This design comes from an exercise in tuning for small area, a short achievable clock period and few clock cycles per item on the open sky130 flow, not from production work. In this exercise RTL edits were held to simulation tests only and were not proved equivalent to the original. Power is estimated from default activity; no workload was simulated.

## flow/config.mk

```make
export PLATFORM = sky130hd
export DESIGN_NAME = cache
export DESIGN_NICKNAME = cache
export VERILOG_FILES = /design/flow/design.v
export SDC_FILE = /design/flow/constraint.sdc
export NUM_CORES = 4
export LEC_CHECK = 0
export CAP_MARGIN = 20
export CORE_MARGIN = 2
export CORE_UTILIZATION = 40
export SETUP_SLACK_MARGIN = 0.5
export SLEW_MARGIN = 20
```

## flow/constraint.sdc

```tcl
create_clock -name core_clock -period 5.0 [get_ports {clk}]
set_input_delay 1.0000 -clock core_clock [delete_from_list [all_inputs] [get_ports {clk}]]
set_output_delay 1.0000 -clock core_clock [all_outputs]
set_load 0.01 [all_outputs]
```

## flow/design.v

```verilog
module cache(
    clk,
    proc_reset,
    proc_read,
    proc_write,
    proc_addr,
    proc_rdata,
    proc_wdata,
    proc_stall,
    mem_read,
    mem_write,
    mem_addr,
    mem_rdata,
    mem_wdata,
    mem_ready
);
    input          clk;
    input          proc_reset;
    input          proc_read, proc_write;
    input   [29:0] proc_addr;
    input   [31:0] proc_wdata;
    output         proc_stall;
    output  [31:0] proc_rdata;
    input  [127:0] mem_rdata;
    input          mem_ready;
    output         mem_read, mem_write;
    output  [27:0] mem_addr;
    output [127:0] mem_wdata;
    localparam S_IDLE = 2'd0;
    localparam S_RD   = 2'd1;
    localparam S_WR   = 2'd2;
    reg  [1:0]   state;
    reg  [1:0]   next_state;
    wire [24:0]  tag    = proc_addr[29:5];
    wire [2:0]   index  = proc_addr[4:2];
    wire [1:0]   offset = proc_addr[1:0];
    wire s_idle = (state == S_IDLE);
    wire s_rd   = (state == S_RD);
    wire s_wr   = (state == S_WR);
    wire req    = proc_read || proc_write;
    reg  [2:0]   lb_idx;
    reg          lb_v;
    reg  [24:0]  lb_tag;
    reg  [127:0] lb_data;
    wire lmatch = (lb_idx == index);
    wire hit    = lb_v && (lb_tag == tag);
    wire go     = s_idle && req && lmatch;
    wire done = (go && hit && !proc_write)
             || (s_rd && mem_ready && !proc_write)
             || (s_wr && mem_ready);
    reg  [127:0] fill;
    always @(*) begin
        fill = mem_rdata;
        if (proc_write) fill[offset*32 +: 32] = proc_wdata;
    end
    reg  [127:0] merged;
    always @(*) begin
        merged = lb_data;
        merged[offset*32 +: 32] = proc_wdata;
    end
    wire [31:0] lb_word  = lb_data[offset*32 +: 32];
    wire [31:0] mem_word = mem_rdata[offset*32 +: 32];
    assign proc_rdata = s_rd ? mem_word : lb_word;
    assign mem_addr   = proc_addr[29:2];
    assign mem_wdata  = merged;
    assign mem_read   = (go && !hit) || s_rd;
    assign mem_write  = (go && hit && proc_write) || s_wr;
    assign proc_stall = !done;
    always @(*) begin
        next_state = state;
        case (state)
            S_IDLE: if (go) next_state = hit ? (proc_write ? S_WR : S_IDLE) : S_RD;
            S_RD:   if (mem_ready) next_state = proc_write ? S_WR : S_IDLE;
            S_WR:   if (mem_ready) next_state = S_IDLE;
            default:               next_state = S_IDLE;
        endcase
    end
    reg  [7:0]   valid;
    reg  [24:0]  tags  [0:7];
    reg  [127:0] lines [0:7];
    wire load_miss = s_idle && req && !lmatch;
    wire load_next = done && (offset == 2'd3);
    wire [2:0] load_idx = load_miss ? index : index + 3'd1;
    always @(posedge clk or posedge proc_reset) begin
        if (proc_reset) begin
            state  <= S_IDLE;
            valid  <= 8'b0;
            lb_idx <= 3'd0;
            lb_v   <= 1'b0;
        end else begin
            state <= next_state;
            if (s_rd) valid[index] <= 1'b1;
            if (load_miss || load_next) begin
                lb_idx <= load_idx;
                lb_v   <= valid[load_idx];
            end else if (s_rd) begin
                lb_v   <= 1'b1;
            end
        end
    end
    integer i, w;
    always @(posedge clk) begin
        for (i = 0; i < 8; i = i + 1) begin
            if (s_rd && index == i) tags[i] <= tag;
            for (w = 0; w < 4; w = w + 1)
                if (index == i && (s_rd || (s_wr && offset == w)))
                    lines[i][w*32 +: 32] <= fill[w*32 +: 32];
        end
        if (load_miss || load_next) begin
            lb_tag  <= tags[load_idx];
            lb_data <= lines[load_idx];
        end else begin
            if (s_rd) lb_tag <= tag;
            for (w = 0; w < 4; w = w + 1)
                if (s_rd || (s_wr && offset == w))
                    lb_data[w*32 +: 32] <= fill[w*32 +: 32];
        end
    end
endmodule
```

## flow/run.sh

```bash
#!/bin/bash
# synth_recipe.tcl (not shown) runs the flow's synth.tcl, then flattens the netlist and writes it again
# the make line also repeats each setting of config.mk as NAME=value (left out here)
make -C /OpenROAD-flow-scripts/flow DESIGN_CONFIG=/design/flow/config.mk WORK_HOME=/design/flow/orfs CLKGATE_MAP_FILE= SYNTH_SCRIPT=/design/flow/synth_recipe.tcl finish
```

==> summary.md, run 1 <==
| Metric | Value |
|---|---|
| Main synth FF type | `edfxtp_1` |
| PortBufs | `between 300 and 400` |
| Global-route wire length before repair | `roughly 290,000 um` |
| Final ANT Viol Nets | `0` |
| CP peak stage delay | `about 640 ps` |
| Largest net degree at the start of global routing | `103` |
| Kind of critical path | `in -> out` |
| TNS Setup | `0 ps` |
| Switching Power | `0.0128 W` |
| Period utilisation layout | `0.906` |
| Req. time, crit path | `around 4000 ps` |
| Max-slew violations | `0` |
| Total Power | `0.0382 W` |
| Cell area after synthesis | `58,300 um^2` |
| Post-synthesis sequential area ratio | `0.715` |
| Multi-input gate area | `about 15,000 um^2` |
| EDFF count, synth | `approximately 1,400` |
| Pre-Repair DR Iteration Count | `8` |
| Core Area | `between 100,000 and 150,000 um^2` |
| Status | `timing/DRC/antenna clean` |
| H-tree levels | `4` |
| Die height | `between 300 and 400 um` |
| Worst path slowest cell | `ha_2` |
| Tmin final | `roughly 4500 ps` |
| Crit-path max FO | `22` |
| RePlAce Congestion | `a little over 0.9` |
| Max Freq | `roughly 0.22 GHz` |
| MaxCap Viol Count | `0` |
| Drt total wl | `approximately 210,000 um` |
| Area leader, netlist | `edfxtp_1` |
| Switching Share | `0.336` |
| Area contributors post-synth | `edfxtp_1 71%, o21ai_0 4.2%, nand2_1 3.8%` |
| Synth unique cells | `63` |
| Clock network power share | `0.277` |
| Die X | `386 um` |
| Final nets | `4,745` |
| Ratio of cells with drive above 1 in the final layout | `0.128` |
| Pwr Density | `~540 nW/um^2` |
| Initial DRC Count | `between 5,000 and 6,000` |
| CP Launch Type | `input port` |
| CP Capture Type | `primary output` |
| Drt drc | `0` |
| Dpl hpwl | `around 130,000 um` |
| Combinational Power Share | `0.320` |
| Max transition margin | `0.255` |
| # IOs | `~390` |
| Clock input transition at the sequential cells of the worst setup and hold paths | `50 ps` |
| Num rows | `140` |
| Avg Inst Size Synth | `14.2 um^2` |
| HP Class | `reg -> reg` |
| Post-CTS Hold Buffers | `0` |
| Pint | `roughly 0.025 W` |
| Routed len/inst | `roughly 32 um` |
| Filler instances | `between 10,000 and 15,000` |
| CTS Sinks | `between 1,000 and 1,500` |
| P_leak | `about 24 nW` |
| Starting density of the core | `0.402` |
| P&R area growth vs syn | `21.0%` |
| Vias in the first global route | `approximately 38,000` |
| Final-report setup violation count | `0` |
| Total grt overflow | `0` |
| Synth Warn # | `3` |
| Number of synthesized register bits | `1,391` |
| Via density | `6.12` |
| Via count | `about 40,000` |
| Flip-flop and latch area | `roughly 42,000 um^2` |
| Syn Inst Count | `between 4,000 and 5,000` |
| Slew @ Worst Pin | `about 1100 ps` |
| Synth top area share | `0.709` |
| Syn nets | `approximately 4,300` |
| Final Hold Fails | `0` |
| Initial antenna violation count | `16` |
| Skew final | `29.1 ps` |
| Gr usage total | `0.278` |
| Sequential share of power | `0.403` |
| CTS tree | `done` |
| Most frequent CP cell | `buf_4` |
| Die area | `149,000 um^2` |
| CTS Root Cell | `clkbuf_16` |
| Clk buf depth | `3` |
| Total CTS buffers | `around 140` |
| Max VDD drop | `0.686 mV` |
| RSZ-0062 raised after global routing | `yes` |
| Crit-path cells | `buf_4, inv_1, buf_4, ha_2, buf_4, o21ai_0, clkdlybuf4s50_1` |
| Async SR Flop Fraction | `0.0101` |
| Worst-skew pair later-pin latency | `between 700 and 800 ps` |
| Worst EP arrival | `3530 ps` |
| Final Hold Slack | `around 450 ps` |
-- cell families after synthesis --
logic type,Yosys count,synth area share
adder cells (fa/ha/maj),14,0.00300
multiplexers,172,0.0433
AO/OA/AOI/OAI,1169,0.133
buffers and inverters,476,0.0354
flip-flops,1391,0.715
AND/OR/NAND/NOR,860,0.0653
XOR/XNOR,31,0.00465
-- state kept, by name, indices dropped and copies added (netlist names) --
register  flops
lb_v          1
tags        200
valid         8
lb_tag       25
lb_data     128
lines      1024
lb_idx        3
state         2
-- routing by layer --
| metal | routed length (um) | global-route usage | part of all wire |
|---|---|---|---|
| met5 | 186 | 0.00292 | 0.00088 |
| met3 | 27100 | 0.0847 | 0.13 |
| met1 | 82900 | 0.385 | 0.39 |
| met2 | 92400 | 0.409 | 0.44 |
| met4 | 8470 | 0.108 | 0.040 |
-- repair_timing --
action	CTS	global route
cloned	1	0
pin swaps	2	6
endpoints found under the setup margin	18	13
resized for setup	12	19
setup buffers	2	0
-- cells in the mapped netlist, types with 17 or more instances --
cell	count
edfxtp_1	1377
nand2_1	596
o21ai_0	484
clkbuf_1	207
and3_1	146
inv_1	135
a22o_1	131
mux2i_1	107
o21ai_1	104
a22oi_1	100
o211a_1	98
mux4_2	64
a222oi_1	54
a21o_1	53
o22ai_1	49
a31oi_1	47
buf_2	41
buf_4	36
nor2_1	33
clkbuf_2	32
nor2b_1	20
buf_1	17
xnor2_1	17
-- final timing paths --
kind,startpoint,end,slack (ps),depth (start not counted)
worst max-delay path,proc_addr[0],mem_wdata[64],470,7
worst min-delay path,valid[2],valid[2],450,1
worst max register to register,state[0],lb_data[17],1270,8
worst min register to register,valid[2],valid[2],450,1
max in group asynchronous,proc_reset,valid[1],3860,2
min in group asynchronous,proc_reset,state[1],720,2
-- critical path: cells and delay by family --
kind	cells	cell delay, ps
buf+inv	5	1660
compound gates	1	200
fa+ha+maj	1	640
-- cells in the final DEF, fill, tap and decap left out, drive strengths merged, types with 5 or more instances in the layout --
cell	synthesis	routed
edfxtp	1377	1377
nand2	596	596
o21ai	588	588
clkdlybuf4s50	0	377
buf	101	236
clkbuf	239	172
and3	146	146
inv	136	140
a22o	131	131
mux2i	107	107
a22oi	100	100
o211a	98	98
mux4	64	64
a222oi	54	54
a21o	53	53
clkinv	0	52
o22ai	49	49
a31oi	47	47
nor2	34	34
nor2b	20	20
xnor2	17	17
bufinv	0	15
xor2	14	14
nand3	14	14
dfrtp	14	14
ha	14	14
a21oi	9	9
diode	0	8
nor4	8	8
and2	8	8
a21boi	7	7
o22a	7	7
o31a	7	7
nand2b	7	7
nor3	7	7
dlymetal6s2s	0	6
nand4	5	5
-- layout make-up --
| cell class | count | area share |
|---|---|---|
| flip-flops and latches | 1391 | 0.591 |
| multi-input cells | 2246 | 0.214 |
| repair buffers | 620 | 0.0893 |
| clock buffers | 172 | 0.0537 |
| well taps | 1917 | 0.0340 |
| clock inverters | 74 | 0.0110 |
| inverters | 136 | 0.00723 |
| diodes | 8 | 0.000284 |
-- power groups by stage --
stage                     logic (W)  registers (W)  clock network, W
after floorplan             0.00640         0.0151                 0
after global routing         0.0128         0.0155            0.0111
after CTS                    0.0120         0.0154            0.0107
after detailed placement     0.0119         0.0156                 0
after global placement       0.0118         0.0156                 0
final                        0.0122         0.0154            0.0106
-- stage by stage --
step	worst slack [ps]	cells	util	cell area (um^2)
floorplan	690	4113	-	58300
global placement	2.07	6307	0.453	65800
detailed placement	-37.8	6307	0.453	65800
CTS	413	6556	0.486	70500
global route	482	6561	0.486	70600
finish	468	6564	0.486	70600
Testbench counts, summed over its fixed seeds: cycles 121,768, items 32,000.
==> run 2, diff against run 1 <==
--- a/flow/config.mk
+++ b/flow/config.mk
@@ -8,5 +8,5 @@
 export CAP_MARGIN = 20
 export CORE_MARGIN = 2
 export CORE_UTILIZATION = 40
-export SETUP_SLACK_MARGIN = 0.5
+export SETUP_SLACK_MARGIN = 2.0
 export SLEW_MARGIN = 20
==> run 2 against run 1 <==
Setup slack better by 400 ps. Synthesized cell count stayed put. Combinational power is 19% higher. Cell count is 3.0% higher. Largest cell class unchanged. Clock power is 4% lower. Non-clock buffer count is 200 higher. Still clean on timing, DRC and antenna.
==> summary.md, run 2 <==
| Metric | Value |
|---|---|
| WL met1 | `85,900 um (+3.6%)` |
| Worst EP arrival | `3130 ps (-400 ps)` |
| Post-synthesis sequential area ratio | `0.715 (unchanged)` |
| Core Area | `145,000 um^2 (unchanged)` |
| Synth Warn # | `3 (unchanged)` |
| Pre-Repair DR Iteration Count | `8 (unchanged)` |
| Final ANT Viol Nets | `0 (unchanged)` |
| Top flop regs | `lines: 1024 flops, tags: 200 flops, lb_data: 128 flops` |
| # IOs | `386 (unchanged)` |
| Main synth FF type | `edfxtp_1` |
| Count leader, synth | `edfxtp_1` |
| Avg Inst Size Synth | `14.2 um^2 (unchanged)` |
| Post-synth top cells | `1,377 x edfxtp_1, 596 x nand2_1, 484 x o21ai_0, 207 x clkbuf_1, 146 x and3_1` |
| Die X | `386 um (unchanged)` |
| Number of synthesized register bits | `1,391 (unchanged)` |
| Setup slack after layout | `869 ps (+401 ps)` |
| Max-slew violations | `0 (unchanged)` |
| Drt total wl | `230,000 um (+8.9%)` |
| CP Launch Type | `input port` |
| Starting density of the core | `0.402 (unchanged)` |
| Worst path slowest cell | `nor3_4` |
| P_leak | `26.4 nW (+10%)` |
| Sequential share of power | `0.384 (-0.019)` |
| Max reg flops | `1,024 (unchanged)` |
| Max Freq | `0.242 GHz (+9.7%)` |
| Max transition margin | `0.261 (+0.00594)` |
| Via count | `42,000 (+4.5%)` |
| Total grt overflow | `0 (unchanged)` |
| Global-route wire length before repair | `297,000 um (+2.0%)` |
| Skew final | `36.6 ps (+7.49 ps)` |
| Top layer in use | `met5` |
| Synth top area share | `0.709 (unchanged)` |
| Switching Share | `0.355 (+0.0191)` |
| Drt drc | `0 (unchanged)` |
| Final Hold Fails | `0 (unchanged)` |
| CTS tree | `done` |
| Cell area after synthesis | `58,300 um^2 (unchanged)` |
| Initial DRC Count | `6,420 (+9.0%)` |
| Pwr Density | `538 nW/um^2 (-0.47%)` |
| Crit-path max FO | `2 (-91%)` |
| Area leader, netlist | `edfxtp_1` |
| Largest Register | `lines` |
| Status | `timing/DRC/antenna clean` |
| Kind of critical path | `in -> out` |
| Clock network power share | `0.254 (-0.023)` |
| Slew @ Worst Pin | `1110 ps (-10.7 ps)` |
| Vias in the first global route | `38,400 (+2.0%)` |
| Met3 Wirelength | `31,100 um (+15%)` |
| Tmin final | `4130 ps (-401 ps)` |
| Syn nets | `4,322 (unchanged)` |
| H-tree levels | `4 (unchanged)` |
| Dpl hpwl | `133,000 um (-1.6%)` |
| Max VDD drop | `0.436 mV (-36%)` |
| Total CTS buffers | `141 (unchanged)` |
| Via density | `6.21 (+1.5%)` |
| Crit-path cells | `dlygate4sd2_1, xnor2_2, nand4_1, nor4_4, buf_4, nand2b_4, nor3_4, buf_6, a21oi_4, a2bb2oi_2, buf_2` |
| RSZ-0062 raised after global routing | `yes` |
| Largest net degree at the start of global routing | `92 (-11%)` |
| Worst-skew pair later-pin latency | `790 ps (+20 ps)` |
| EDFF count, synth | `1,377 (unchanged)` |
| CTS Sinks | `1,391 (unchanged)` |
| MaxCap Viol Count | `0 (unchanged)` |
| Gr usage total | `0.284 (+0.00606)` |
| HP Class | `reg -> reg` |
| Req. time, crit path | `4000 ps (about the same)` |
| Setup WS pre-CTS | `-398 ps (-360 ps)` |
| Clk buf depth | `3 (unchanged)` |
| PortBufs | `385 (unchanged)` |
| Most frequent cells in the layout | `1,377 x edfxtp_1, 439 x nand2_1, 333 x o21ai_0` |
| Num rows | `140 (unchanged)` |
| Async SR Flop Fraction | `0.0101 (unchanged)` |
| CTS Root Cell | `clkbuf_16` |
| RePlAce Congestion | `0.991 (+8.5%)` |
| CP Capture Type | `primary output` |
| Switching Power | `0.0142 W (+11%)` |
| Ratio of cells with drive above 1 in the final layout | `0.251 (+0.123)` |
| Final nets | `4,946 (+4.2%)` |
| Synth unique cells | `63 (unchanged)` |
| CP peak stage delay | `380 ps (-260 ps)` |
| Final-report setup violation count | `0 (unchanged)` |
| Post-CTS Hold Buffers | `0 (unchanged)` |
| Die height | `386 um (unchanged)` |
| Area contributors post-synth | `edfxtp_1 71%, o21ai_0 4.2%, nand2_1 3.8%` |
| Routed met2 length | `101,000 um (+9.4%)` |
| Final Hold Slack | `454 ps (+1.97 ps)` |
| P&R area growth vs syn | `27.8%` |
| Routed len/inst | `34.0 um (+5.7%)` |
| Clock input transition at the sequential cells of the worst setup and hold paths | `60 ps (about the same)` |
| Die area | `149,000 um^2 (unchanged)` |
| Pint | `0.0259 W (+2.1%)` |
| Commonest non-fill, non-tap cell in the layout | `edfxtp_1` |
| Syn Inst Count | `4,113 (unchanged)` |
| Combinational Power Share | `0.363 (+0.043)` |
| Initial antenna violation count | `15 (-1)` |
| Period utilisation layout | `0.826 (-0.0802)` |
-- run 2: changes by cell type in the layout (fill, tap and decap cells not counted), sizes merged, moves of 8 or more --
cell | before | now
clkdlybuf4s50 | 377 | 171
dlymetal6s2s | 6 | 22
buf | 236 | 535
clkdlybuf4s15 | 0 | 8
dlygate4sd2 | 0 | 40
clkbuf | 172 | 218
-- run 2: power by group through the flow --
stage | logic [W] | registers [W] | clock network, W
final | 0.0145 | 0.0154 | 0.0102
after global routing | 0.0150 | 0.0154 | 0.0107
after CTS | 0.0127 | 0.0153 | 0.0102
after detailed placement | 0.0121 | 0.0156 | 0
after global placement | 0.0120 | 0.0156 | 0
after floorplan | 0.00671 | 0.0151 | 0
-- run 2: what timing repair did --
item,in CTS,in global routing
pin swaps,30,16
gates cloned,10,31
gates resized for setup,507,684
buffers inserted,83,115
setup endpoints to repair,992,1595
-- run 2: logic make-up after synthesis --
group | count (synthesis) | synth area share
flip-flops | 1391 | 0.715
AO/OA/AOI/OAI | 1169 | 0.133
AND/OR/NAND/NOR | 860 | 0.0653
buffers and inverters | 476 | 0.0354
multiplexers | 172 | 0.0433
XOR/XNOR | 31 | 0.00465
adder cells (fa/ha/maj) | 14 | 0.00300
-- run 2: layout make-up --
class / count / area (um^2)
Tap cell: 1917 / 2400
Multi-Input combinational cell: 2247 / 16700
Inverter: 136 / 519
Fill cell: 12000 / 70700
Timing Repair Buffer: 820 / 8930
Sequential cell: 1391 / 41700
Clock buffer: 175 / 3680
Clock inverter: 72 / 638
Antenna cell: 4 / 10.0
-- run 2: critical path: cells and delay by family --
kind | cells | cell delay (ps)
AND/OR/NAND/NOR | 4 | 870
buffers and inverters | 4 | 800
XOR/XNOR | 1 | 270
AO/OA/AOI/OAI | 2 | 200
-- run 2: through the flow --
| stage | power [W] | instances | util | area [um^2] | TNS [ps] |
|---|---|---|---|---|---|
| detailed placement | 0.0277 | 6272 | 0.454 | 66000 | -745 |
| global placement | 0.0275 | 6272 | 0.454 | 66000 | -877 |
| floorplan | 0.0218 | 4113 | - | 59300 | 0 |
| CTS | 0.0382 | 6612 | 0.496 | 72100 | 0 |
| global route | 0.0411 | 6760 | 0.513 | 74500 | 0 |
| finish | 0.0401 | 6762 | 0.513 | 74600 | 0 |
-- run 2: metal layers --
layer / up-vias / GRT usage
li1: 17000 / -
met1: 21300 / 0.389
met2: 3140 / 0.415
met3: 485 / 0.0843
met4: 18 / 0.132
met5: - / 0
-- run 2: path summary, 6_finish.rpt --
path	start	slack, ps	cells past startpoint	end
setup / recovery	proc_addr[27]	870	11	proc_stall
hold / removal	valid[2]	450	1	valid[2]
setup reg to reg	state[1]	1730	13	lb_data[39]
hold reg to reg	valid[2]	450	1	valid[2]
max in group asynchronous	proc_reset	3780	2	state[1]
min in group asynchronous	proc_reset	740	2	state[0]
==> run 3, diff against run 2 <==
--- a/flow/design.v
+++ b/flow/design.v
@@ -79,7 +79,10 @@
     reg  [24:0]  tags  [0:7];
     reg  [127:0] lines [0:7];
     wire load_miss = s_idle && req && !lmatch;
-    wire load_next = done && (offset == 2'd3);
+    wire load_next = (offset == 2'd3)
+                  && ((s_idle && proc_read && lmatch)
+                   || (s_rd && mem_ready && !proc_write)
+                   || (s_wr && mem_ready));
     wire [2:0] load_idx = load_miss ? index : index + 3'd1;
     always @(posedge clk or posedge proc_reset) begin
         if (proc_reset) begin
@@ -94,6 +97,7 @@
                 lb_idx <= load_idx;
                 lb_v   <= valid[load_idx];
             end else if (s_rd) begin
+                lb_idx <= index;
                 lb_v   <= 1'b1;
             end
         end
==> run 3 against run 2 <==
Register-to-register slack improved by 150 ps. Global-route usage up 4.5 points. Flip-flop and latch count did not move. Cell count is 12% higher. Utilization is 3.1 points higher. Setup slack improved by 20 ps. Synthesized area grew 6.4%. Count of clock-buffer cells in the layout increased by 6. Clock skew is 4.3 ps higher. Via count is 20% higher. Maximum frequency rose by 0.50%. Highest routed layer unchanged.
==> summary.md, run 3 <==
| Metric | Value |
|---|---|
| Final Hold Slack | `466 ps (+11.9 ps)` |
| Vias in the first global route | `46,300 (+21%)` |
| Worst-skew pair later-pin latency | `830 ps (+40 ps)` |
| Top flop regs | `lines: 1024 flops, tags: 200 flops, lb_data: 128 flops` |
| P_leak | `29.5 nW (+12%)` |
| Reg2reg start | `state[0]` |
| Gr usage total | `0.329 (+0.0446)` |
| Switching Share | `0.401 (+0.0457)` |
| Commonest non-fill, non-tap cell in the layout | `edfxtp_1` |
| Async SR Flop Fraction | `0.0101 (unchanged)` |
| Tmin final | `4110 ps (-20.5 ps)` |
| Starting density of the core | `0.403 (+0.00134)` |
| Clock input transition at the sequential cells of the worst setup and hold paths | `60 ps (about the same)` |
| Largest Register | `lines` |
| HP Class | `reg -> reg` |
| Bufs and invs on worst path | `3 (-1)` |
| Crit-path max FO | `2 (unchanged)` |
| Clk buf depth | `3 (unchanged)` |
| Max-slew violations | `0 (unchanged)` |
| Hold EP | `valid[6]` |
| Post-synthesis sequential area ratio | `0.672 (-0.0432)` |
| Syn nets | `4,838 (+12%)` |
| MaxCap Viol Count | `0 (unchanged)` |
| Die X | `398 um (+3.1%)` |
| Pre-Repair DR Iteration Count | `8 (unchanged)` |
| Area leader, netlist | `edfxtp_1` |
| Synth Warn # | `3 (unchanged)` |
| Total CTS buffers | `149 (+5.7%)` |
| Ratio of cells with drive above 1 in the final layout | `0.351 (+0.100)` |
| Main synth FF type | `edfxtp_1` |
| Routed len/inst | `36.9 um (+8.6%)` |
| Kind of critical path | `reg -> out` |
| Final nets | `5,582 (+13%)` |
| R2r worst-path depth | `14 (+1)` |
| Most frequent CP cell | `nand4_1` |
| Slew @ Worst Pin | `1370 ps (+261 ps)` |
| Status | `timing/DRC/antenna clean` |
| Via density | `6.66 (+7.2%)` |
| Pint | `0.0317 W (+22%)` |
| Clock network power share | `0.207 (-0.047)` |
| TNS Setup | `0 ps (unchanged)` |
| Max transition margin | `0.0879 (-0.173)` |
| CP Launch Type | `flop` |
| CTS tree | `done` |
| Area contributors post-synth | `edfxtp_1 67%, nand2_1 5.6%, o21ai_0 2.4%` |
| Post-CTS Hold Buffers | `0 (unchanged)` |
| EDFF count, synth | `1,377 (unchanged)` |
| Crit-path cells | `xnor2_2, nand4_1, nor4_2, nand4_1, buf_4, nor3_4, buf_6, a21oi_2, a2bb2oi_2, buf_2` |
| Initial antenna violation count | `17 (+2)` |
| H-tree levels | `4 (unchanged)` |
| Number of synthesized register bits | `1,391 (unchanged)` |
| RePlAce Congestion | `0.878 (-11%)` |
| Worst Hold Launch | `valid[6]` |
| CP peak stage delay | `510 ps (+130 ps)` |
| Largest net degree at the start of global routing | `97 (+5.4%)` |
| Max VDD drop | `0.412 mV (-5.6%)` |
| Period utilisation layout | `0.822 (-0.00410)` |
| Crit path max-delay family | `simple AND/OR/NAND/NOR gates` |
| Initial DRC Count | `9,072 (+41%)` |
| Final-report setup violation count | `0 (unchanged)` |
| Combinational Power Share | `0.493 (+0.130)` |
| Avg Inst Size Synth | `13.4 um^2 (-5.4%)` |
| Total grt overflow | `0 (unchanged)` |
| Core Area | `154,000 um^2 (+6.1%)` |
| Skew final | `40.9 ps (+4.29 ps)` |
| Synth top area share | `0.666 (-0.0429)` |
| Worst EP arrival | `3110 ps (-20 ps)` |
| Register-to-register setup slack | `1880 ps (+150 ps)` |
| Cell area after synthesis | `62,100 um^2 (+6.4%)` |
| Final Hold Fails | `0 (unchanged)` |
| RSZ-0062 raised after global routing | `yes` |
| Most frequent cells in the layout | `1,377 x edfxtp_1, 652 x nand2_1, 229 x buf_4` |
| Die area | `158,000 um^2 (+6.4%)` |
| P&R area growth vs syn | `35.0%` |
| Die height | `398 um (+3.1%)` |
| Synth unique cells | `64 (+1.6%)` |
| Min-Delay Path Depth | `1 (unchanged)` |
| # IOs | `386 (unchanged)` |
| Dpl hpwl | `151,000 um (+14%)` |
| Max Freq | `0.243 GHz (+0.50%)` |
| Global-route wire length before repair | `364,000 um (+22%)` |
| CTS Root Cell | `clkbuf_16` |
| Num rows | `144 (+2.9%)` |
| Post-synth top cells | `1,377 x edfxtp_1, 929 x nand2_1, 297 x o21ai_0, 279 x clkbuf_1, 139 x a32o_1` |
| Pwr Density | `630 nW/um^2 (+17%)` |
| PortBufs | `385 (unchanged)` |
| Syn Inst Count | `4,630 (+13%)` |
| Final ANT Viol Nets | `0 (unchanged)` |
| Count leader, synth | `edfxtp_1` |
| Req. time, crit path | `4000 ps (about the same)` |
| CTS Sinks | `1,391 (unchanged)` |
| Max reg flops | `1,024 (unchanged)` |
| Switching Power | `0.0212 W (+49%)` |
| Worst path slowest cell | `edfxtp_1` |
| Drt drc | `0 (unchanged)` |
| Sequential share of power | `0.300 (-0.084)` |
| Via count | `50,200 (+20%)` |
| CP Capture Type | `primary output` |
| Worst reg2reg endpoint | `lb_tag[7]` |
| Drt total wl | `279,000 um (+21%)` |
-- run 3: cell count changes in the layout (fill, tap and decap cells not counted), moves of 76 or more --
| cell | change |
|---|---|
| buf_6 | +79 |
| mux2_2 | +80 |
| o211a_1 | -98 |
| a221o_1 | +88 |
| nand2_1 | +213 |
| and3_1 | -141 |
| a22oi_1 | -97 |
| o21ai_0 | -171 |
| o21a_1 | +76 |
| nand2_4 | +77 |
| a32o_1 | +133 |
| mux2i_1 | -95 |
-- run 3: final cells by class --
cell class | instances | area (um^2)
fill | 12400 | 70200
sequential | 1391 | 41700
multi-input combinational | 2674 | 21800
timing repair buffer | 1022 | 12500
clock buffer | 181 | 3910
tap | 2044 | 2560
clock inverter | 87 | 827
inverter | 136 | 532
antenna | 9 | 22.5
-- run 3: per-stage QoR --
stage / utilization / cell area (um^2) / setup slack [ps] / power [W] / std cells
after detailed placement: 0.458 / 70600 / 249 / 0.0344 / 6857
after global routing: 0.544 / 83800 / 771 / 0.0539 / 7539
final: 0.544 / 83800 / 890 / 0.0529 / 7544
after floorplan: - / 63700 / 1380 / 0.0262 / 4630
after CTS: 0.519 / 80000 / 916 / 0.0491 / 7380
after global placement: 0.458 / 70600 / 214 / 0.0342 / 6857
-- run 3: how the worst max path moves through the flow --
| stage | slack, ps | cells after the start | startpoint | endpoint |
|---|---|---|---|---|
| final | 890 | 10 | lb_tag[23] | proc_stall |
| after detailed placement | 250 | 12 | proc_addr[2] | lb_data[7] |
| after global placement | 210 | 10 | proc_addr[17] | proc_stall |
| after global routing | 770 | 10 | lb_tag[23] | proc_stall |
| after CTS | 920 | 10 | lb_tag[23] | proc_stall |
| after floorplan | 1380 | 15 | proc_addr[2] | lb_data[96] |
-- run 3: timing repair --
item                                    4_1_cts  5_1_grt
cloned                                       52       37
resized for setup                          1204      526
buffers inserted                            203      118
pin swaps                                   126      247
endpoints found under the setup margin     1013      630
-- run 3: cell families after synthesis --
family          Yosys count  share of synthesized area
buf+inv                 573                     0.0400
mux                     157                     0.0398
xor+xnor                 31                    0.00437
fa+ha+maj                13                    0.00262
simple gates           1125                     0.0729
compound gates         1340                      0.169
flops                  1391                      0.672
-- run 3: per-layer routing --
| layer | wire [um] | GRT usage | vias up |
|---|---|---|---|
| met5 | 557 | 0.0118 | - |
| met4 | 14100 | 0.151 | 12 |
| met3 | 47800 | 0.136 | 789 |
| met2 | 117000 | 0.465 | 4562 |
| met1 | 99200 | 0.437 | 25200 |
| li1 | - | - | 19700 |
-- run 3: power by group through the flow --
stage / clock (W) / combinational, W / sequential [W]
after global routing: 0.0114 / 0.0266 / 0.0159
final: 0.0109 / 0.0260 / 0.0159
after CTS: 0.0110 / 0.0223 / 0.0158
after floorplan: 0 / 0.0108 / 0.0154
after global placement: 0 / 0.0182 / 0.0160
after detailed placement: 0 / 0.0184 / 0.0160
Testbench counts of run 3, summed over its fixed seeds: cycles 121,768, items 32,000.
==> run 4, diff against run 3 <==
--- a/flow/design.v
+++ b/flow/design.v
@@ -43,11 +43,20 @@
     reg  [24:0]  lb_tag;
     reg  [127:0] lb_data;
     wire lmatch = (lb_idx == index);
-    wire hit    = lb_v && (lb_tag == tag);
     wire go     = s_idle && req && lmatch;
-    wire done = (go && hit && !proc_write)
-             || (s_rd && mem_ready && !proc_write)
-             || (s_wr && mem_ready);
+    wire hit;
+    wire done;
+    cache_tag_cmp u_cmp (
+        .v(lb_v), .a(lb_tag), .b(tag), .hit(hit)
+    );
+    cache_ctl_out u_ctl (
+        .hit(hit),
+        .go_rd(go && !proc_write),
+        .go_wr(go && proc_write),
+        .ready_done((s_rd && mem_ready && !proc_write) || (s_wr && mem_ready)),
+        .s_rd(s_rd), .s_wr(s_wr),
+        .mem_read(mem_read), .mem_write(mem_write), .done(done)
+    );
     reg  [127:0] fill;
     always @(*) begin
         fill = mem_rdata;
@@ -63,8 +72,6 @@
     assign proc_rdata = s_rd ? mem_word : lb_word;
     assign mem_addr   = proc_addr[29:2];
     assign mem_wdata  = merged;
-    assign mem_read   = (go && !hit) || s_rd;
-    assign mem_write  = (go && hit && proc_write) || s_wr;
     assign proc_stall = !done;
     always @(*) begin
         next_state = state;
@@ -84,6 +91,16 @@
                    || (s_rd && mem_ready && !proc_write)
                    || (s_wr && mem_ready));
     wire [2:0] load_idx = load_miss ? index : index + 3'd1;
+    wire [7:0]   load_sel = 8'b1 << load_idx;
+    wire [152:0] load_line;
+    cache_sel8 u_sel (
+        .sel(load_sel),
+        .d0({tags[0], lines[0]}), .d1({tags[1], lines[1]}),
+        .d2({tags[2], lines[2]}), .d3({tags[3], lines[3]}),
+        .d4({tags[4], lines[4]}), .d5({tags[5], lines[5]}),
+        .d6({tags[6], lines[6]}), .d7({tags[7], lines[7]}),
+        .q(load_line)
+    );
     always @(posedge clk or posedge proc_reset) begin
         if (proc_reset) begin
             state  <= S_IDLE;
@@ -111,8 +128,7 @@
                     lines[i][w*32 +: 32] <= fill[w*32 +: 32];
         end
         if (load_miss || load_next) begin
-            lb_tag  <= tags[load_idx];
-            lb_data <= lines[load_idx];
+            {lb_tag, lb_data} <= load_line;
         end else begin
             if (s_rd) lb_tag <= tag;
             for (w = 0; w < 4; w = w + 1)
@@ -121,3 +137,26 @@
         end
     end
 endmodule
+module cache_tag_cmp(v, a, b, hit);
+    input        v;
+    input [24:0] a, b;
+    output       hit;
+    assign hit = v && (a == b);
+endmodule
+module cache_ctl_out(hit, go_rd, go_wr, ready_done, s_rd, s_wr,
+                     mem_read, mem_write, done);
+    input  hit, go_rd, go_wr, ready_done, s_rd, s_wr;
+    output mem_read, mem_write, done;
+    assign mem_read  = ((go_rd || go_wr) && !hit) || s_rd;
+    assign mem_write = (go_wr && hit) || s_wr;
+    assign done      = (go_rd && hit) || ready_done;
+endmodule
+module cache_sel8(sel, d0, d1, d2, d3, d4, d5, d6, d7, q);
+    input  [7:0]   sel;
+    input  [152:0] d0, d1, d2, d3, d4, d5, d6, d7;
+    output [152:0] q;
+    assign q = ({153{sel[0]}} & d0) | ({153{sel[1]}} & d1)
+             | ({153{sel[2]}} & d2) | ({153{sel[3]}} & d3)
+             | ({153{sel[4]}} & d4) | ({153{sel[5]}} & d5)
+             | ({153{sel[6]}} & d6) | ({153{sel[7]}} & d7);
+endmodule
--- a/flow/config.mk
+++ b/flow/config.mk
@@ -10,3 +10,5 @@
 export CORE_UTILIZATION = 40
 export SETUP_SLACK_MARGIN = 2.0
 export SLEW_MARGIN = 20
+export SYNTH_HIERARCHICAL = 1
+export TNS_END_PERCENT = 0
==> run 4 against run 3 <==
Maximum frequency grew 3.5%. Routed wire length fell by 25%. Flip-flop and latch count unchanged. Still clean on timing, DRC and antenna. Die area down 7.4%.
==> summary.md, run 4 <==
| Metric | Value |
|---|---|
| Status | `timing/DRC/antenna clean` |
| Async SR Flop Fraction | `0.0101 (unchanged)` |
| Drt drc | `0 (unchanged)` |
| Dpl hpwl | `127,000 um (-16%)` |
| EDFF count, synth | `1,377 (unchanged)` |
| Most frequent cells in the layout | `1,377 x edfxtp_1, 706 x nand2_1, 542 x a22oi_1` |
| Pwr Density | `560 nW/um^2 (-11%)` |
| P&R area growth vs syn | `21.5%` |
| Max transition margin | `0.262 (+0.174)` |
| Max reg flops | `1,024 (unchanged)` |
| Period utilisation layout | `0.794 (-0.0279)` |
| Die X | `383 um (-3.8%)` |
| Starting density of the core | `0.401 (-0.00185)` |
| Max VDD drop | `0.489 mV (+19%)` |
| Initial antenna violation count | `12 (-5)` |
| Skew final | `46.9 ps (+6.02 ps)` |
| Via count | `39,300 (-22%)` |
| Count leader, synth | `edfxtp_1` |
| RSZ-0062 raised after global routing | `yes` |
| Final nets | `4,561 (-18%)` |
| Final-report setup violation count | `0 (unchanged)` |
| Kind of critical path | `in -> out` |
| Total grt overflow | `0 (unchanged)` |
| Core Area | `143,000 um^2 (-7.1%)` |
| Area contributors post-synth | `edfxtp_1 72%, a22oi_1 7.1%, nand2_1 4.8%` |
| Max Freq | `0.252 GHz (+3.5%)` |
| Max-slew violations | `0 (unchanged)` |
| Synth top area share | `0.720 (+0.0541)` |
| CP Launch Type | `input port` |
| Register-to-register setup slack | `1320 ps (-560 ps)` |
| Synth Warn # | `9 (+6)` |
| Worst-skew pair later-pin latency | `800 ps (-30 ps)` |
| Commonest non-fill, non-tap cell in the layout | `edfxtp_1` |
| Via density | `6.17 (-7.3%)` |
| Syn nets | `4,104 (-15%)` |
| CP Capture Type | `primary output` |
| Crit-path max FO | `8 (+6)` |
| MaxCap Viol Count | `0 (unchanged)` |
| Clock input transition at the sequential cells of the worst setup and hold paths | `60 ps (about the same)` |
| Tmin final | `3970 ps (-139 ps)` |
| Final Hold Fails | `0 (unchanged)` |
| CTS Root Cell | `clkbuf_16` |
| # IOs | `386 (unchanged)` |
| Avg Inst Size Synth | `14.7 um^2 (+9.9%)` |
| Placed cells | `6,062 (-12%)` |
| Pre-Repair DR Iteration Count | `5 (-3)` |
| Final Hold Slack | `457 ps (-9.01 ps)` |
| Die height | `383 um (-3.8%)` |
| Req. time, crit path | `4000 ps (about the same)` |
| Number of synthesized register bits | `1,391 (unchanged)` |
| PortBufs | `385 (unchanged)` |
| Die area | `147,000 um^2 (-7.4%)` |
| HP Class | `reg -> reg` |
| Drt total wl | `209,000 um (-25%)` |
| Top flop regs | `lines: 1024 flops, tags: 200 flops, lb_data: 128 flops` |
| Num rows | `139 (-3.5%)` |
| Syn Inst Count | `3,895 (-16%)` |
| CTS tree | `done` |
| Post-CTS Hold Buffers | `0 (unchanged)` |
| Global-route wire length before repair | `290,000 um (-20%)` |
| Main synth FF type | `edfxtp_1` |
| Initial DRC Count | `5,869 (-35%)` |
| P_leak | `24.1 nW (-18%)` |
| Gr usage total | `0.279 (-0.0491)` |
| Area leader, netlist | `edfxtp_1` |
| Ratio of cells with drive above 1 in the final layout | `0.175 (-0.176)` |
| Synth unique cells | `58 (-9.4%)` |
| Total CTS buffers | `145 (-2.7%)` |
| Final ANT Viol Nets | `0 (unchanged)` |
| Non-filler instance count after layout | `6,366 (-16%)` |
| Worst EP arrival | `2970 ps (-140 ps)` |
| CTS Sinks | `1,391 (unchanged)` |
| Routed len/inst | `32.9 um (-11%)` |
| Clk buf depth | `3 (unchanged)` |
| Post-synthesis sequential area ratio | `0.726 (+0.0545)` |
| Post-synth top cells | `1,377 x edfxtp_1, 740 x nand2_1, 542 x a22oi_1, 161 x o21ai_0, 155 x nand4_1` |
| Largest net degree at the start of global routing | `94 (-3.1%)` |
| RePlAce Congestion | `0.983 (+12%)` |
| Vias in the first global route | `37,000 (-20%)` |
| Slew @ Worst Pin | `1110 ps (-262 ps)` |
| Largest Register | `lines` |
| Cell area after synthesis | `57,400 um^2 (-7.5%)` |
| H-tree levels | `4 (unchanged)` |
## run 4: cell types whose count changed after synthesis, sizes merged, moves of 89 or more
cell / before / now
a221o: 89 / 0
a32o: 139 / 1
o21ai: 381 / 161
a22oi: 72 / 612
buf: 127 / 239
nand4: 10 / 155
nand2: 931 / 740
clkbuf: 310 / 82
## run 4: where the power goes
part / leakage [nW] / total (W) / switching, W / internal (W)
Combinational: 9.14 / 0.0129 / 0.00852 / 0.00436
Clock: 2.21 / 0.0105 / 0.00455 / 0.00595
Sequential: 12.8 / 0.0157 / 0.000962 / 0.0147
Total: 24.1 / 0.0391 / 0.0140 / 0.0250
## run 4: what timing repair did
action                     4_1_cts  5_1_grt
cloned                           9        4
pin swaps                       17       17
setup endpoints to repair     2051     1755
gates resized for setup        338       94
setup buffers                   28        5
## run 4: layout make-up
| cell class | count | area (um^2) |
|---|---|---|
| Clock buffer | 190 | 3870 |
| Timing Repair Buffer | 626 | 6260 |
| Inverter | 140 | 543 |
| Multi-Input combinational cell | 2048 | 14300 |
| Tap cell | 1903 | 2380 |
| Sequential cell | 1391 | 41700 |
| Antenna cell | 4 | 10.0 |
| Clock inverter | 64 | 693 |
| Fill cell | 12200 | 73400 |
## run 4: kinds of logic after synthesis
group,share of synthesized area
flip-flops,0.726
XOR/XNOR,0.00427
buffers and inverters,0.0430
AND/OR/NAND/NOR,0.0775
multiplexers,0.0260
adder cells (fa/ha/maj),0.00305
AO/OA/AOI/OAI,0.120
## run 4: metal layers
layer | GRT usage | wire (um) | part of all wire | vias up
met5 | 0.00794 | 186 | 0.00089 | -
met4 | 0.114 | 10300 | 0.049 | 6
met3 | 0.0873 | 28300 | 0.14 | 440
met2 | 0.401 | 89600 | 0.43 | 2999
met1 | 0.392 | 80900 | 0.39 | 19900
li1 | - | - | - | 15900
## run 4: metrics by stage
| step | TNS, ps | worst slack, ps | area, um^2 | power (W) | utilization |
|---|---|---|---|---|---|
| 2_1_floorplan | 0 | 1440 | 57600 | 0.0221 | - |
| 3_3_place_gp | 0 | 74.3 | 64100 | 0.0281 | 0.448 |
| 3_5_place_dp | -74.8 | -24.0 | 64100 | 0.0281 | 0.448 |
| 4_1_cts | 0 | 1030 | 69500 | 0.0387 | 0.486 |
| 5_1_grt | 0 | 1010 | 69700 | 0.0403 | 0.487 |
| 6_report | 0 | 1030 | 69700 | 0.0391 | 0.487 |
## run 4: worst paths after layout
| path | from | end | cells after the start |
|---|---|---|---|
| min in group asynchronous | proc_reset | valid[3] | 2 |
| max reg2reg | state[1] | lb_data[21] | 13 |
| min reg2reg | valid[6] | valid[6] | 2 |
| max | proc_wdata[3] | mem_wdata[3] | 4 |
| max in group asynchronous | proc_reset | state[0] | 2 |
| min | valid[6] | valid[6] | 2 |
## run 4: worst max-delay path: stages
cell and delay [ps]:
clkdlybuf4s50_1 1110, nand3_1 180, o21ai_2 100, clkdlybuf4s50_1 560
## run 4: modules after synthesis (local to each module, per instance)
module         area [um^2]  times used
cache_sel8            6940           1
cache_ctl_out         30.0           1
cache_tag_cmp          279           1
cache                50200           1
Testbench counts of run 4, summed over its fixed seeds: cycles 121,768, items 32,000.
==> run 5, diff against run 4 <==
==> flow/flow/run.sh (new file) <==
#!/bin/bash
# Layout flow: the standard ORFS flow (standard.sh, standard synthesis
# unchanged), with two changes to how the layout is made:
#  - the port buffers that global placement inserts are buf_2 cells rather
#    than the delay cells the resizer picks by default;
#  - clock tree synthesis runs with ORFS's default arguments plus
#    -dont_use_dummy_load, so no dummy loads are added to the clock tree.
# make's full output goes to standard.log in this folder; ORFS's per-step
# logs stay under orfs/logs/.
set -euo pipefail
export BUFFER_PORTS_ARGS="-buffer_cell sky130_fd_sc_hd__buf_2"
export CTS_ARGS="-sink_clustering_enable -repair_clock_nets -dont_use_dummy_load"
bash standard.sh > standard.log 2>&1
==> flow/standard.sh (new file) <==
#!/bin/bash
# synth_recipe.tcl (not shown) runs the flow's synth.tcl, then flattens the netlist and writes it again
# the make line also repeats each setting of config.mk as NAME=value (left out here)
make -C /OpenROAD-flow-scripts/flow DESIGN_CONFIG=/design/flow/config.mk WORK_HOME=/design/flow/orfs CLKGATE_MAP_FILE= SYNTH_SCRIPT=/design/flow/synth_recipe.tcl "${@:-finish}"
removed: flow/run.sh
==> run 5 against run 4 <==
Cell count is 3.2% lower. Highest routed layer unchanged. Largest cell class unchanged. Maximum frequency is 6.5% higher. Non-clock buffer count decreased by 92.
==> summary.md, run 5 <==
| Metric | Value |
|---|---|
| Status | `timing/DRC/antenna clean` |
| Syn nets | `4,104 (unchanged)` |
| Final-report setup violation count | `0 (unchanged)` |
| Largest net degree at the start of global routing | `116 (+23%)` |
| Req. time, crit path | `4000 ps (about the same)` |
| CP Launch Type | `input port` |
| Pwr Density | `558 nW/um^2 (-0.30%)` |
| Setup WS pre-CTS | `793 ps (+817 ps)` |
| Max reg flops | `1,024 (unchanged)` |
| PortBufs | `385 (unchanged)` |
| Gr usage total | `0.268 (-0.0114)` |
| Final ANT Viol Nets | `0 (unchanged)` |
| Global-route wire length before repair | `277,000 um (-4.3%)` |
| Drt total wl | `201,000 um (-4.0%)` |
| Count leader, synth | `edfxtp_1` |
| Ratio of cells with drive above 1 in the final layout | `0.233 (+0.0578)` |
| Vias in the first global route | `35,800 (-3.2%)` |
| Post-synthesis sequential area ratio | `0.726 (unchanged)` |
| Max Freq | `0.268 GHz (+6.5%)` |
| Area contributors post-synth | `edfxtp_1 72%, a22oi_1 7.1%, nand2_1 4.8%` |
| Pint | `0.0237 W (-5.2%)` |
| Switching Share | `0.358 (-0.00111)` |
| Final nets | `4,466 (-2.1%)` |
| H-tree levels | `4 (unchanged)` |
| Setup slack after layout | `1270 ps (+241 ps)` |
| Combinational Power Share | `0.330 (about the same)` |
| Post-synth top cells | `1,377 x edfxtp_1, 740 x nand2_1, 542 x a22oi_1, 161 x o21ai_0, 155 x nand4_1` |
| Commonest non-fill, non-tap cell in the layout | `edfxtp_1` |
| Worst EP arrival | `2730 ps (-240 ps)` |
| Crit-path max FO | `17 (+9)` |
| Total Power | `0.0370 W (-5.3%)` |
| Worst-skew pair later-pin latency | `800 ps (about the same)` |
| Initial DRC Count | `5,398 (-8.0%)` |
| Main synth FF type | `edfxtp_1` |
| Clock network power share | `0.248 (-0.021)` |
| Pre-Repair DR Iteration Count | `6 (+1)` |
| Core Area | `143,000 um^2 (unchanged)` |
| CTS tree | `done` |
| Async SR Flop Fraction | `0.0101 (unchanged)` |
| Num rows | `139 (unchanged)` |
| Sequential share of power | `0.422 (+0.021)` |
| Top flop regs | `lines: 1024 flops, tags: 200 flops, lb_data: 128 flops` |
| Number of synthesized register bits | `1,391 (unchanged)` |
| Initial antenna violation count | `21 (+9)` |
| Drt drc | `0 (unchanged)` |
| CTS Root Cell | `clkbuf_16` |
| Switching Power | `0.0132 W (-5.6%)` |
| CTS Sinks | `1,391 (unchanged)` |
| EDFF count, synth | `1,377 (unchanged)` |
| Tmin final | `3730 ps (-241 ps)` |
| Avg Inst Size Synth | `14.7 um^2 (unchanged)` |
| Cell area after synthesis | `57,400 um^2 (unchanged)` |
| # IOs | `386 (unchanged)` |
| TNS Setup | `0 ps (unchanged)` |
| Dpl hpwl | `120,000 um (-5.7%)` |
| Starting density of the core | `0.401 (unchanged)` |
| Max transition margin | `0.266 (+0.00441)` |
| Total CTS buffers | `146 (+0.69%)` |
| Skew final | `93.7 ps (+46.8 ps)` |
| Routed len/inst | `32.6 um (-0.82%)` |
| P_leak | `22.7 nW (-6.1%)` |
| HP Class | `in -> async` |
| Clk buf depth | `3 (unchanged)` |
| Via density | `6.15 (-0.33%)` |
| Synth top area share | `0.720 (unchanged)` |
| Final Hold Fails | `0 (unchanged)` |
| Synth Warn # | `9 (unchanged)` |
| Area leader, netlist | `edfxtp_1` |
| Post-layout util | `0.463 (-0.0247)` |
| Die X | `383 um (unchanged)` |
| Total grt overflow | `0 (unchanged)` |
| P&R area growth vs syn | `15.3%` |
| CP Capture Type | `primary output` |
| Syn Inst Count | `3,895 (unchanged)` |
| Most frequent cells in the layout | `1,377 x edfxtp_1, 702 x nand2_1, 542 x a22oi_1` |
| RePlAce Congestion | `0.971 (-1.2%)` |
| Kind of critical path | `in -> out` |
| MaxCap Viol Count | `0 (unchanged)` |
| Die area | `147,000 um^2 (unchanged)` |
| RSZ-0062 raised after global routing | `yes` |
| Max VDD drop | `0.562 mV (+15%)` |
| Die height | `383 um (unchanged)` |
| Synth unique cells | `58 (unchanged)` |
| Max-slew violations | `0 (unchanged)` |
| Clock input transition at the sequential cells of the worst setup and hold paths | `60 ps (about the same)` |
| Period utilisation layout | `0.746 (-0.0482)` |
| Via count | `37,900 (-3.5%)` |
| Largest Register | `lines` |
| Slew @ Worst Pin | `1100 ps (-5.42 ps)` |
-- run 5: cell counts after synthesis --
No cell type changed its count.
-- run 5: path summary, 6_finish.rpt --
path                               from       endpoint  slack [ps]  depth (start not counted)
setup / recovery           proc_addr[0]  mem_wdata[95]        1270                          9
hold / removal               proc_reset       valid[0]         350                          2
setup reg to reg               state[0]    lb_data[46]        1570                         13
hold reg to reg                valid[6]       valid[6]         450                          2
max in group asynchronous    proc_reset       state[0]        4220                          2
min in group core_clock        valid[6]       valid[6]         450                          2
-- run 5: critical path: stages --
cell and delay [ps]:
buf_6 140, inv_8 100, ha_4 330, nor4b_4 260, buf_12 190, buf_12 180, nand2_1 90, o21ai_2 190
buf_2 210
-- run 5: kinds of logic (layout without fill, tap and decap cells) --
logic type      Yosys count  after routing  share of synthesized area
flops                  1391           1391                      0.726
simple gates           1026           1027                     0.0775
compound gates          906            906                      0.120
buf+inv                 461            820                     0.0430
mux                      69             69                     0.0260
xor+xnor                 28             28                    0.00427
fa+ha+maj                14             14                    0.00305
other cells               0              5                          0
-- run 5: metal layers --
| metal | GRT usage | vias up | share of wire |
|---|---|---|---|
| li1 | - | 15600 | - |
| met1 | 0.369 | 19200 | 0.38 |
| met2 | 0.381 | 2647 | 0.43 |
| met3 | 0.0946 | 410 | 0.14 |
| met4 | 0.121 | 6 | 0.050 |
| met5 | 0 | - | 0.00022 |
-- run 5: layout make-up --
type | instances | area, um^2
Timing Repair Buffer | 534 | 3790
Clock buffer | 146 | 3650
Sequential cell | 1391 | 41700
Antenna cell | 5 | 12.5
Multi-Input combinational cell | 2044 | 14100
Fill cell | 12500 | 76900
Inverter | 140 | 533
Tap cell | 1903 | 2380
-- run 5: per-stage QoR --
stage / std cells / hold slack, ps / cell area (um^2)
floorplan: 3895 / 414 / 57600
global placement: 5986 / 436 / 61600
detailed placement: 5986 / 442 / 61600
CTS: 6156 / 333 / 66100
global route: 6160 / 392 / 66200
finish: 6163 / 354 / 66200
-- run 5: power by group through the flow --
stage | clock network [W] | registers (W) | logic (W)
floorplan | 0 | 0.0152 | 0.00689
global placement | 0 | 0.0158 | 0.0113
detailed placement | 0 | 0.0157 | 0.0114
CTS | 0.00926 | 0.0155 | 0.0120
global route | 0.00966 | 0.0156 | 0.0129
finish | 0.00918 | 0.0156 | 0.0122
-- run 5: modules after synthesis, one instance, submodules excluded --
| module | flip-flops and latches | area [um^2] |
|---|---|---|
| cache | 1391 | 50200 |
| cache_ctl_out | 0 | 30.0 |
| cache_sel8 | 0 | 6940 |
| cache_tag_cmp | 0 | 279 |
-- run 5: repair_timing --
item	in CTS	in global routing
pin swaps	10	4
setup buffers	16	2
gates cloned	8	0
hold buffers	0	0
gates resized for setup	167	10
setup endpoints to repair	1147	536
==> run 6, diff against run 5 <==
--- a/flow/design.v
+++ b/flow/design.v
@@ -38,11 +38,19 @@
     wire s_rd   = (state == S_RD);
     wire s_wr   = (state == S_WR);
     wire req    = proc_read || proc_write;
-    reg  [2:0]   lb_idx;
+    reg  [7:0]   lb_sel;    
     reg          lb_v;
     reg  [24:0]  lb_tag;
     reg  [127:0] lb_data;
-    wire lmatch = (lb_idx == index);
+    wire [7:0] isel;
+    genvar gk;
+    generate
+        for (gk = 0; gk < 8; gk = gk + 1) begin : g_isel
+            assign isel[gk] = (index == gk);
+        end
+    endgenerate
+    wire [7:0] isel_next = {isel[6:0], isel[7]};
+    wire lmatch = |(lb_sel & isel);
     wire go     = s_idle && req && lmatch;
     wire hit;
     wire done;
@@ -57,16 +65,18 @@
         .s_rd(s_rd), .s_wr(s_wr),
         .mem_read(mem_read), .mem_write(mem_write), .done(done)
     );
+    wire [3:0] wsel = {offset == 2'd3, offset == 2'd2, offset == 2'd1, offset == 2'd0};
     reg  [127:0] fill;
-    always @(*) begin
-        fill = mem_rdata;
-        if (proc_write) fill[offset*32 +: 32] = proc_wdata;
-    end
+    integer fw;
+    always @(*)
+        for (fw = 0; fw < 4; fw = fw + 1)
+            fill[fw*32 +: 32] = (proc_write && wsel[fw]) ? proc_wdata
+                                                         : mem_rdata[fw*32 +: 32];
     reg  [127:0] merged;
-    always @(*) begin
-        merged = lb_data;
-        merged[offset*32 +: 32] = proc_wdata;
-    end
+    integer mw;
+    always @(*)
+        for (mw = 0; mw < 4; mw = mw + 1)
+            merged[mw*32 +: 32] = wsel[mw] ? proc_wdata : lb_data[mw*32 +: 32];
     wire [31:0] lb_word  = lb_data[offset*32 +: 32];
     wire [31:0] mem_word = mem_rdata[offset*32 +: 32];
     assign proc_rdata = s_rd ? mem_word : lb_word;
@@ -90,8 +100,7 @@
                   && ((s_idle && proc_read && lmatch)
                    || (s_rd && mem_ready && !proc_write)
                    || (s_wr && mem_ready));
-    wire [2:0] load_idx = load_miss ? index : index + 3'd1;
-    wire [7:0]   load_sel = 8'b1 << load_idx;
+    wire [7:0]   load_sel = load_miss ? isel : isel_next;
     wire [152:0] load_line;
     cache_sel8 u_sel (
         .sel(load_sel),
@@ -105,16 +114,16 @@
         if (proc_reset) begin
             state  <= S_IDLE;
             valid  <= 8'b0;
-            lb_idx <= 3'd0;
+            lb_sel <= 8'b1;
             lb_v   <= 1'b0;
         end else begin
             state <= next_state;
             if (s_rd) valid[index] <= 1'b1;
             if (load_miss || load_next) begin
-                lb_idx <= load_idx;
-                lb_v   <= valid[load_idx];
+                lb_sel <= load_sel;
+                lb_v   <= |(valid & load_sel);
             end else if (s_rd) begin
-                lb_idx <= index;
+                lb_sel <= isel;
                 lb_v   <= 1'b1;
             end
         end
==> run 6 against run 5 <==
Critical path depth down 2. Clock skew rose by 13 ps. First-iteration DRC count increased by 13%. Cell count up 2.8%. Register-to-register slack worse by 60 ps. Global-route usage grew 1.9 points. Largest cell class unchanged. Critical endpoint is now proc_rdata[25]. Count of clock-buffer cells in the layout is 1 lower. Clock power decreased by 0.4%.
==> summary.md, run 6 <==
| Metric | Value |
|---|---|
| Via density | `6.23 (+1.3%)` |
| Routed len/inst | `33.8 um (+3.7%)` |
| Compound-Gate Fraction of Synth Area | `0.104 (-0.0164)` |
| Synth top area share | `0.722 (+0.00190)` |
| HP Class | `in -> async` |
| Xor/xnor share of the synthesized area | `0.00382 (-0.000448)` |
| Post-synthesis sequential area ratio | `0.730 (+0.00413)` |
| Placed cells | `6,127 (+2.4%)` |
| Status | `timing/DRC/antenna clean` |
| Register-to-register setup slack | `1510 ps (-60 ps)` |
| Via count | `39,500 (+4.1%)` |
| Worst-skew pair later-pin latency | `800 ps (about the same)` |
| Crit-path cells | `buf_4, nand2_4, buf_12, a21oi_2, buf_6, or4_4, buf_6` |
| Multiplexer share of the synthesized area | `0.0340 (+0.00806)` |
| Worst reg2reg endpoint | `lines[0][21]` |
| Tmin final | `3840 ps (+114 ps)` |
| Worst path slowest cell | `or4_4` |
| Max Freq | `0.260 GHz (-3.0%)` |
| CP peak stage delay | `590 ps (+260 ps)` |
| Post-CTS Hold Buffers | `0 (unchanged)` |
| Post-synth top cells | `1,377 x edfxtp_1, 641 x nand2_1, 545 x a22oi_1, 440 x nor2_1, 166 x mux2_2` |
| Simple-Gate Fraction of Synth Area | `0.0949 (+0.0174)` |
| Clock input transition at the sequential cells of the worst setup and hold paths | `60 ps (about the same)` |
| Area leader, netlist | `edfxtp_1` |
| RePlAce Congestion | `0.938 (-3.4%)` |
| Async SR Flop Fraction | `0.0136 (+0.00355)` |
| Ratio of cells with drive above 1 in the final layout | `0.250 (+0.0171)` |
| Pwr Density | `516 nW/um^2 (-7.6%)` |
| Max VDD drop | `0.352 mV (-37%)` |
| Total grt overflow | `0 (unchanged)` |
| CTS tree | `done` |
| P&R area growth vs syn | `16.3%` |
| Final ANT Viol Nets | `0 (unchanged)` |
| Period utilisation layout | `0.769 (+0.0228)` |
| Syn nets | `4,184 (+1.9%)` |
| Final nets | `4,623 (+3.5%)` |
| Clk buf depth | `3 (unchanged)` |
| Switching Power | `0.0117 W (-12%)` |
| Routed met2 length | `90,900 um (+6.1%)` |
| Initial antenna violation count | `39 (+86%)` |
| Commonest non-fill, non-tap cell in the layout | `edfxtp_1` |
| Main combinational cell family by area after synthesis | `compound AO/OA/AOI/OAI gates` |
| Area contributors post-synth | `edfxtp_1 72%, a22oi_1 7.1%, nand2_1 4.2%` |
| Post-Synth Adder-Cell Area | `0.00131 (-0.00174)` |
| Die height | `382 um (-0.13%)` |
| Switching Share | `0.340 (-0.0184)` |
| Main synth FF type | `edfxtp_1` |
| Total CTS buffers | `145 (-0.68%)` |
| R2r worst-path depth | `7 (-6)` |
| Final Hold Fails | `0 (unchanged)` |
| Max-slew violations | `0 (unchanged)` |
| Reg2reg start | `state[0]` |
| Most frequent cells in the layout | `1,377 x edfxtp_1, 631 x nand2_1, 545 x a22oi_1` |
| Global-route wire length before repair | `294,000 um (+5.8%)` |
| Number of synthesized register bits | `1,396 (+0.36%)` |
| Drt drc | `0 (unchanged)` |
| Sequential share of power | `0.452 (+0.030)` |
| Max reg flops | `1,024 (unchanged)` |
| Synth unique cells | `45 (-22%)` |
| Most frequent CP cell | `buf_6` |
| Total Power | `0.0344 W (-7.0%)` |
| Clock network power share | `0.266 (+0.018)` |
| Post-layout util | `0.470 (+0.00717)` |
| Num rows | `138 (-0.72%)` |
| Met3 Wirelength | `31,700 um (+13%)` |
| Worst EP arrival | `2840 ps (+110 ps)` |
| CP Launch Type | `input port` |
| Top flop regs | `lines: 1024 flops, tags: 200 flops, lb_data: 128 flops` |
| Starting density of the core | `0.404 (+0.00282)` |
| Final-report setup violation count | `0 (unchanged)` |
| Core Area | `142,000 um^2 (-0.96%)` |
| Drt total wl | `214,000 um (+6.6%)` |
| Vias in the first global route | `36,600 (+2.2%)` |
| Initial DRC Count | `6,088 (+13%)` |
| Die area | `146,000 um^2 (-0.26%)` |
| Dpl hpwl | `131,000 um (+9.7%)` |
| Max transition margin | `0.214 (-0.0519)` |
| Slew @ Worst Pin | `1170 ps (+73.6 ps)` |
| Req. time, crit path | `4000 ps (about the same)` |
| Syn Inst Count | `3,983 (+2.3%)` |
| EDFF count, synth | `1,377 (unchanged)` |
| CTS Sinks | `1,396 (+0.36%)` |
| Top layer in use | `met5` |
| CP Capture Type | `primary output` |
| WL met1 | `82,400 um (+6.8%)` |
| Crit-path max FO | `19 (+2)` |
| CTS Root Cell | `clkbuf_16` |
| Gr usage total | `0.287 (+0.0193)` |
| Kind of critical path | `in -> out` |
| # IOs | `386 (unchanged)` |
| Pint | `0.0227 W (-4.4%)` |
| Cell area after synthesis | `57,300 um^2 (-0.26%)` |
| Die X | `382 um (-0.13%)` |
| Avg Inst Size Synth | `14.4 um^2 (-2.5%)` |
| H-tree levels | `4 (unchanged)` |
| Skew final | `107 ps (+12.9 ps)` |
| Final Hold Slack | `363 ps (+8.72 ps)` |
| Largest Register | `lines` |
| Combinational Power Share | `0.282 (-0.048)` |
| Largest net degree at the start of global routing | `104 (-10%)` |
| MaxCap Viol Count | `0 (unchanged)` |
| Non-filler instance count after layout | `6,337 (+2.8%)` |
| P_leak | `22.6 nW (-0.42%)` |
| TNS Setup | `0 ps (unchanged)` |
| RSZ-0062 raised after global routing | `yes` |
| Count leader, synth | `edfxtp_1` |
| Pre-Repair DR Iteration Count | `8 (+2)` |
| PortBufs | `385 (unchanged)` |
| Synth Warn # | `9 (unchanged)` |
[run 6: changes by cell type after synthesis, moves of 12 or more]
cell / previous run / this run
nor2_1: 42 / 440
mux2_2: 0 / 166
o21ai_0: 161 / 4
a21oi_1: 4 / 148
inv_1: 138 / 10
nand2_1: 740 / 641
a22o_1: 96 / 0
mux4_2: 64 / 0
buf_2: 140 / 92
nand3_1: 43 / 5
or4_1: 0 / 32
buf_1: 7 / 31
nor2b_1: 17 / 3
clkbuf_1: 81 / 69
[run 6: how the worst max path moves through the flow]
stage,start,end,cells past startpoint
after floorplan,proc_addr[3],proc_stall,8
after global placement,proc_addr[0],proc_rdata[16],6
after detailed placement,proc_addr[0],proc_rdata[17],6
after CTS,state[1],proc_rdata[2],8
after global routing,state[0],proc_rdata[27],8
final,proc_addr[1],proc_rdata[25],7
[run 6: cell type report]
class                      count  area, um^2
timing repair inverter         4        46.3
inverter                      11        77.6
sequential                  1396       41800
clock buffer                 145        3630
multi-input combinational   2291       14500
antenna                       27        67.6
tap                         1890        2360
timing repair buffer         573        4110
fill                       12300       75200
[run 6: through the flow]
step / instance area (um^2) / worst slack (ps)
floorplan: 57500 / 1580
global placement: 62000 / 425
detailed placement: 62000 / 475
CTS: 66400 / 1200
global route: 66500 / 1150
finish: 66600 / 1160
[run 6: worst max-delay path, delay by kind of cell]
kind / cells / cell delay [ps]
buffers and inverters: 4 / 760
AO/OA/AOI/OAI: 1 / 50
AND/OR/NAND/NOR: 2 / 970
[run 6: modules after synthesis, one instance, submodules excluded]
module | area, um^2 | flip-flops and latches
cache | 50000 | 1396
cache_tag_cmp | 279 | 0
cache_ctl_out | 30.0 | 0
cache_sel8 | 6940 | 0
[run 6: what timing repair did]
item / CTS / global route
gates cloned: 10 / 0
setup endpoints to repair: 1678 / 1323
pin swaps: 13 / 7
buffers inserted: 22 / 5
gates resized for setup: 98 / 9
[run 6: layer usage]
layer | vias up | GRT usage
met3 | 431 | 0.109
met4 | 28 | 0.106
met2 | 2930 | 0.411
li1 | 16100 | -
met1 | 20000 | 0.397
met5 | - | 0
[run 6: kinds of logic (layout without fill, tap and decap cells)]
logic type | after synthesis | after routing
compound gates | 790 | 790
other cells | 0 | 27
xor+xnor | 25 | 25
fa+ha+maj | 6 | 6
simple gates | 1294 | 1296
buf+inv | 298 | 733
flops | 1396 | 1396
mux | 174 | 174
[run 6: power by group through the flow]
stage / Clock, W / Sequential, W / Combinational (W)
3_3_place_gp: 0 / 0.0157 / 0.00868
4_1_cts: 0.00920 / 0.0155 / 0.00944
5_1_grt: 0.00962 / 0.0156 / 0.0102
2_1_floorplan: 0 / 0.0152 / 0.00495
3_5_place_dp: 0 / 0.0157 / 0.00877
6_report: 0.00914 / 0.0155 / 0.00970
Testbench counts of run 6, summed over its fixed seeds: cycles 121,768, items 32,000.

-- re-timing with driven ports --
No port has a modelled driver above. Below, the same layouts with a new extraction and two added sets of constraints. Step 1 (the two cells are an assumption about what drives the block):
set clk [get_ports {clk}]
set_driving_cell -lib_cell sky130_fd_sc_hd__clkbuf_16 $clk
set_driving_cell -lib_cell sky130_fd_sc_hd__buf_2 [delete_from_list [all_inputs] $clk]
Step 2 adds t to the input delays and takes it off the output delays; t is the mean of the earliest and latest rising clock arrival at the registers after step 1. Input paths then give back, and output paths get back, about the clock's delay inside the block. Slacks: ideal ports / drivers / drivers and shift; pairs: ideal ports / drivers.
run	t, ns	setup WS [ns]	pins driven straight from the clock port
run 1	0.840	0.468 / 0.434 / 0.320	1
run 2	0.859	0.869 / 0.788 / 0.850	1
run 3	0.892	0.890 / 0.806 / 0.879	1
run 4	0.838	1.029 / 0.977 / 0.330	1
run 5	0.812	1.270 / 1.226 / 0.846	1
run 6	0.842	1.156 / 1.082 / 0.660	1
After both steps every run listed still meets setup and hold. For run 4, which loses most, drivers alone change the setup slack by -0.052 ns; drivers and shift together by -0.699 ns.
